Source: an optimization exercise on an open RTL-to-GDS flow (aim: small area). Production flows keep margins and buffers that such runs may drop.
In this exercise RTL edits were held to simulation tests only and were not proved equivalent to the original.
No activity file was given, so power comes from the tool's default toggle rates.

## pepper
## top_level
module top_level(
    input  wire clk,
    input  wire [3:0]  button,
    input  wire [17:0] SW,
    output wire [6:0]  HEX0, HEX1, HEX2, HEX3, HEX4, HEX5, HEX6, HEX7
);
==> module year16k, before the edit <==
module year16k(
    input  wire clk, rst_n,
    input  wire inc, dec,
    output reg [3:0] l1, l0,
    output reg [3:0] e1, e0,
    output reg r,
    output wire leap,
    output wire [3:0] y3, y2
);
    function [3:0] ti(input [3:0] q); ti = {q[0] & (q[3] | q[2] & q[1]), q[0] & q[1], q[0] & ~q[3], 1'b1}; endfunction
    function [3:0] td(input [3:0] q); td = {~q[0] & ~q[1] & ~q[2], ~q[0] & ~q[1] & (q[2] | q[3]), ~q[0] & (q[1] | q[2] | q[3]), 1'b1}; endfunction
    wire a9 = l0[3] & l0[0], a0 = ~l0[3] & ~l0[2] & ~l0[1] & ~l0[0];
    wire b9 = l1[3] & l1[0], b0 = ~l1[3] & ~l1[2] & ~l1[1] & ~l1[0];
    wire c9 = e0[3] & e0[0], c0 = ~e0[3] & ~e0[2] & ~e0[1] & ~e0[0];
    wire f9 = e1[3] & e1[0], f0 = ~e1[3] & ~e1[2] & ~e1[1] & ~e1[0];
    wire l00 = a0 & b0, l99 = a9 & b9;
    wire l_div4 = ~l0[0] & (l1[0] ^ ~l0[1]);
    wire e_div4 = ~e0[0] & (e1[0] ^ ~e0[1]);
    assign leap = l00 ? e_div4 : l_div4;
    wire ei = inc & l99, ed = dec & l00;
    wire hi = e1[3] | e1[2];                  
    wire up01 = ei & ~r & c9 & f9;
    wire dn10 = ed & r & e1[2] & ~e0[2] & e0[1] & ~e0[0];
    wire wmax = inc & r & ~e1[2] & e1[1] & e1[0] & e0[2] & ~e0[1] & e0[0] & l1[3] & ~l1[0] & ~l0[2] & l0[1] & l0[0];
    wire wmin = dec & ~r & c0 & f0 & l00;
    always @(posedge clk or negedge rst_n) begin
        if (!rst_n) begin
            l1 <= 4'd0; l0 <= 4'd0; e1 <= 4'd2; e0 <= 4'd0; r <= 1'b0;
        end else begin
            l0 <= l0 ^ ({4{inc}} & ti(l0) | {4{dec}} & td(l0)) ^ {wmin, wmax, wmin, 1'b0};
            l1 <= l1 ^ ({4{inc & a9}} & ti(l1) | {4{dec & a0}} & td(l1)) ^ {wmax, 2'b00, wmin};
            e0 <= e0 ^ ({4{ei}} & ti(e0) | {4{ed}} & td(e0))
                     ^ {wmin | dn10, wmax | wmin, up01, wmax};
            e1 <= e1 ^ ({4{ei & c9}} & ti(e1) | {4{ed & c0}} & td(e1))
                     ^ {wmin | dn10, up01 | dn10, wmax | wmin | up01 | dn10, wmax | up01};
            r  <= r ^ up01 ^ dn10 ^ wmax ^ wmin;
        end
    end
    assign y3 = (r & hi) ? 4'd9 : e1;
    assign y2 = (r & hi) ? 4'd9 : e0;
endmodule
export LEC_CHECK = 0
export ABC_AREA = 1
export CAP_MARGIN = 20
export CORE_MARGIN = 2
export CORE_UTILIZATION = 40
export SLEW_MARGIN = 20
create_clock -name core_clock -period 15.0 [get_ports {clk}]
standard.sh (not shown) runs the stock make flow with config.mk's settings and CLKGATE_MAP_FILE= SYNTH_SCRIPT=/design/flow/synth_recipe.tcl, a recipe that flattens the netlist after the stock synthesis.
==> flow/flow/run.sh <==
#!/bin/bash
# Layout flow: the standard flow (standard.sh) with these changes
#  - synthesis maps the logic with an area-oriented ABC script (flow/area.abc),
#    run as 48 parallel trials (16 seeds; nothing, &synch2 or &syn3 first),
#    keeping the smallest (see flow/synth.tcl),
#    and without extracting half/full adder cells (ADDER_MAP_FILE empty);
#  - ports are buffered with buf_1 cells, and so are the outputs that
#    synthesis finds equal to another output (MIN_BUF_CELL_AND_PORTS);
#  - the clock tree is built from clkbuf_4 cells, without dummy loads.
# Each tool's output goes to the ORFS logs under orfs/logs; the make output
# to flow.log.
set -euo pipefail
export FLOW_WORK=$PWD
export FLOW_ABC_SCRIPT=$PWD/flow/area.abc
export FLOW_ABC_SEEDS="1 2 3 4 5 6 7 8 9 10 11 12 13 14 15 16"
export FLOW_ABC_PRE="{} &synch2 &syn3"
bash standard.sh \
  SYNTH_SCRIPT=$PWD/flow/synth.tcl \
  ADDER_MAP_FILE= \
  "MIN_BUF_CELL_AND_PORTS=sky130_fd_sc_hd__buf_1 A X" \
  "BUFFER_PORTS_ARGS=-buffer_cell sky130_fd_sc_hd__buf_1" \
  "CTS_ARGS=-sink_clustering_enable -repair_clock_nets -buf_list sky130_fd_sc_hd__clkbuf_4 -dont_use_dummy_load" \
  finish > flow.log 2>&1
Other scripts of this flow, unchanged in this note and not shown: flow/flow/area.abc, flow/flow/synth.tcl
Setup changes, pepper to violet
==> flow/design.v, changed modules only <==
module year16k(
    input  wire clk, rst_n,
    input  wire inc, dec,
    output reg [3:0] l1, l0,
    output reg [3:0] e1, e0,
    output reg r,
    output wire leap,
    output wire [3:0] y3, y2
);
    function [3:0] ti(input [3:0] q); ti = {q[0] & (q[3] | q[2] & q[1]), q[0] & q[1], q[0] & ~q[3], 1'b1}; endfunction
    function [3:0] td(input [3:0] q); td = {~q[0] & ~q[1] & ~q[2], ~q[0] & ~q[1] & (q[2] | q[3]), ~q[0] & (q[1] | q[2] | q[3]), 1'b1}; endfunction
    wire a9 = l0[3] & l0[0], a0 = ~l0[3] & ~l0[2] & ~l0[1] & ~l0[0];
    wire b9 = l1[3] & l1[0], b0 = ~l1[3] & ~l1[2] & ~l1[1] & ~l1[0];
    wire c9 = e0[3] & e0[0], c0 = ~e0[3] & ~e0[2] & ~e0[1] & ~e0[0];
    wire f9 = e1[3] & e1[0], f0 = ~e1[3] & ~e1[2] & ~e1[1] & ~e1[0];
    wire l00 = a0 & b0, l99 = a9 & b9;
    wire l_div4 = ~l0[0] & (l1[0] ^ ~l0[1]);
    wire e_div4 = ~e0[0] & (e1[0] ^ ~e0[1]);
    assign leap = l00 ? e_div4 : l_div4;
    wire ei = inc & l99, ed = dec & l00;
    wire wmax = inc & r & e1[2] & e1[1] & e0[1] & e0[0] & l1[3] & ~l1[0] & ~l0[2] & l0[1] & l0[0];
    wire wmin = dec & ~r & c0 & f0 & l00;
    always @(posedge clk or negedge rst_n) begin
        if (!rst_n) begin
            l1 <= 4'd0; l0 <= 4'd0; e1 <= 4'd2; e0 <= 4'd0; r <= 1'b0;
        end else begin
            l0 <= l0 ^ ({4{inc}} & ti(l0) | {4{dec}} & td(l0)) ^ {wmin, wmax, wmin, 1'b0};
            l1 <= l1 ^ ({4{inc & a9}} & ti(l1) | {4{dec & a0}} & td(l1)) ^ {wmax, 2'b00, wmin};
            e0 <= e0 ^ ({4{ei}} & ti(e0) | {4{ed}} & td(e0)) ^ {wmin, 1'b0, wmax | wmin, wmax};
            e1 <= e1 ^ ({4{ei & c9}} & ti(e1) | {4{ed & c0}} & td(e1)) ^ {wmin, wmax | wmin, wmax | wmin, wmin};
            r  <= r ^ (ei & c9 & f9) ^ (ed & c0 & f0) ^ wmax;
        end
    end
    wire lt28 = ~e1[2] & (~e1[1] | (~e1[0] & ~e0[3]));
    wire bor = ~e0[3];
    wire [3:0] o28 = bor ? e0 + 4'd2 : {3'b000, e0[0]};
    wire [3:0] t28 = e1 - 4'd2 - {3'b000, bor};
    assign y3 = ~r ? e1 : lt28 ? 4'd9 : t28;
    assign y2 = ~r ? e0 : lt28 ? 4'd9 : o28;
endmodule
Findings:
violet | stages: all done | timing, DRC, antenna: all pass
Area overhead of the layout relative to synthesis: violet < pepper
Of pepper and violet, the run reporting the higher global-route usage was pepper.
In the tables for pepper and violet, met1 wire length reads lower with pepper.
Delta(final critical-path required period, violet - pepper) < 0
Diff pepper..violet | die area | negligible
Re proportion of power drawn by combinational gates: pepper and violet aren't equal, and the lower value belongs to violet.

==> port drivers added, routing unchanged <==
Ports are ideal in the flow. The routed layouts listed here were re-timed in OpenROAD. Step 1, drivers: a clkbuf_16 drives clk and a buf_2 each remaining input, both assumed. Step 2 also shifts input and output timing later by t, the mid clock arrival at the registers, as if the neighbouring blocks saw the same clock. Slacks: ideal ports / drivers / drivers and shift; pairs: ideal ports / drivers.
run	shift t [ns]	slack for setup (ns)	worst hold slack (ns)	worst data-port slew with drivers (ns)
pepper	0.504	6.402 / 6.376 / 6.376	0.362 / 0.362 / 0.362	0.03
violet	0.512	6.527 / 6.505 / 6.505	0.353 / 0.353 / 0.353	0.04
After both steps every run listed still meets setup and hold. The setup slack of pepper, which loses most, moves by -0.026 ns with the drivers and by -0.026 ns with both steps.
